Background: an optimization exercise with open tools, aiming at small area. Do not read the settings as production practice. In this exercise RTL edits were held to simulation tests only and were not proved equivalent to the original. No activity file was given, so power comes from the tool's default toggle rates.

## stopwatch
module stopwatch (
    clk,
    KeyA, KeyB, KeyC,
    HEX0, HEX1, HEX2, HEX3, HEX4, HEX5, HEX6, HEX7,
    led_g, led_r1, led_r2
);
Size: about 81 I/O pins, ~7400 um^2 of cells after synthesis.
clock: 20.0 ns
lec_check: 0
abc_area: 1
cap_margin: 20
core_margin: 2
core_utilization: 60
slew_margin: 20
standard.sh (not shown) runs the stock make flow with config.mk's settings and CLKGATE_MAP_FILE= SYNTH_SCRIPT=/design/flow/synth_recipe.tcl, a recipe that flattens the netlist after the stock synthesis.
==> flow/flow/run.sh <==
#!/bin/bash
# The standard layout (standard.sh) with these changes to how it is made:
#  - after the standard synthesis, the combinational logic between the
#    flip-flops is re-mapped for area by ABC (flow/reopt.tcl, flow/area.abc);
#    the flip-flops, their names and cell types are those of the standard
#    synthesis;
#  - the buffers buffer_ports puts on every port are buf_1 cells;
#  - clock tree synthesis uses clkbuf_8 buffers driving clusters of at most
#    15 flip-flops within 60 um, with no dummy loads.
# Each tool's output goes to a log of its own here: synth.log, reopt.log,
# layout.log (and ORFS's per-step logs under orfs/logs/).
set -euo pipefail
HERE=$(pwd)
RES=$HERE/orfs/results/$FLOW_PLATFORM/stopwatch/base
bash standard.sh synth > synth.log 2>&1
cp $RES/1_2_yosys.v $HERE/standard_synth.v
LIB=$FLOW_HOME/platforms/sky130hd/lib/sky130_fd_sc_hd__tt_025C_1v80.lib \
IN_V=$HERE/standard_synth.v OUT_V=$HERE/reopt.v TOP=$FLOW_TOP \
DU=$HERE/flow/dont_use.txt CONSTR=$HERE/flow/abc.constr \
ABC_SCRIPT=$HERE/flow/area.abc \
    yosys -c $HERE/flow/reopt.tcl > reopt.log 2>&1
cp $HERE/reopt.v $RES/1_2_yosys.v
rm -f $RES/1_synth.odb $RES/1_synth.sdc
CTS="-sink_clustering_enable -repair_clock_nets -sink_clustering_size 15"
CTS="$CTS -sink_clustering_max_diameter 60 -buf_list sky130_fd_sc_hd__clkbuf_8"
CTS="$CTS -dont_use_dummy_load"
bash standard.sh \
    "BUFFER_PORTS_ARGS=-buffer_cell sky130_fd_sc_hd__buf_1" \
    "CTS_ARGS=$CTS" \
    finish > layout.log 2>&1
==> flow/flow/area.abc <==
strash
&get -n
&deepsyn -I 4 -J 200
&put
dch -f
amap
topo
Other scripts of this flow, unchanged in this note and not shown: flow/flow/abc.constr, flow/flow/dont_use.txt, flow/flow/reopt.tcl
The baseline finished with timing, DRC and antenna clean.
Edit:
--- a/flow/flow/run.sh
+++ b/flow/flow/run.sh
@@ -8,2 +8,2 @@
-#  - clock tree synthesis uses clkbuf_8 buffers driving clusters of at most
-#    15 flip-flops within 60 um, with no dummy loads.
+#  - clock tree synthesis uses clkbuf_4 buffers driving clusters of at most
+#    10 flip-flops within 40 um, with no dummy loads.
@@ -24,2 +24,2 @@
-CTS="-sink_clustering_enable -repair_clock_nets -sink_clustering_size 15"
-CTS="$CTS -sink_clustering_max_diameter 60 -buf_list sky130_fd_sc_hd__clkbuf_8"
+CTS="-sink_clustering_enable -repair_clock_nets -sink_clustering_size 10"
+CTS="$CTS -sink_clustering_max_diameter 40 -buf_list sky130_fd_sc_hd__clkbuf_4"
==> flow/flow/area.abc (replaced) <==
strash
&get -n
&deepsyn -I 4 -J 200
&put
dch -f
amap -F 10 -A 30
topo
What happened: Power came out lower by 2.9%; cell area came out lower by about 1.6%; wire length came out higher by about 1.5%; via count came out lower by about 2%; sequential share of layout area came out higher by 1.0 points; count of clock-buffer cells in the layout came out higher by 9.
Edit:
--- a/flow/flow/run.sh
+++ b/flow/flow/run.sh
@@ -8,2 +8,2 @@
-#  - clock tree synthesis uses clkbuf_4 buffers driving clusters of at most
-#    10 flip-flops within 40 um, with no dummy loads.
+#  - clock tree synthesis uses clkbuf_8 buffers driving clusters of at most
+#    15 flip-flops within 60 um, with no dummy loads.
@@ -24,2 +24,2 @@
-CTS="-sink_clustering_enable -repair_clock_nets -sink_clustering_size 10"
-CTS="$CTS -sink_clustering_max_diameter 40 -buf_list sky130_fd_sc_hd__clkbuf_4"
+CTS="-sink_clustering_enable -repair_clock_nets -sink_clustering_size 15"
+CTS="$CTS -sink_clustering_max_diameter 60 -buf_list sky130_fd_sc_hd__clkbuf_8"
Setup slack gets better by 0.051 ns.
Hold slack is worse by 0.026 ns.
Area after synthesis stays the same.
Wire length climbs by 0.79%.
Design area is higher by about 0.7%.
Global-route usage increases by 0.15 points.
Maximum frequency came out higher by about 0.8%.
Non-clock buffer count is unchanged.
First-iteration DRC count rose by about 35%.
Register-to-register slack loses 0.07 ns.
Clock-buffer cell count is lower by 8.

re-timing with driven ports:
The results above use ideal ports. As a check the final layouts listed here were re-extracted and re-timed, cells and wires unchanged. Step 1 sets driving cells, clkbuf_16 on the clock port and buf_2 on the other inputs (assumed; they add their load-dependent delay and slew). Step 2 adds t to the input delays and takes it off the output delays; t is the mean of the earliest and latest rising clock arrival at the registers after step 1. Input paths then give back, and output paths get back, about the clock's delay inside the block. a / b / c = no drivers / after step 1 / after step 2; a / b = the first two.
run	t, ns	setup WS [ns]	worst slew at a driven data input, ns
the first run	0.511	13.728 / 13.691 / 14.202	0.03
the second run	0.619	13.435 / 13.404 / 14.023	0.03
the third run	0.524	13.486 / 13.448 / 13.972	0.03
After both steps setup and hold are still met in every run listed.
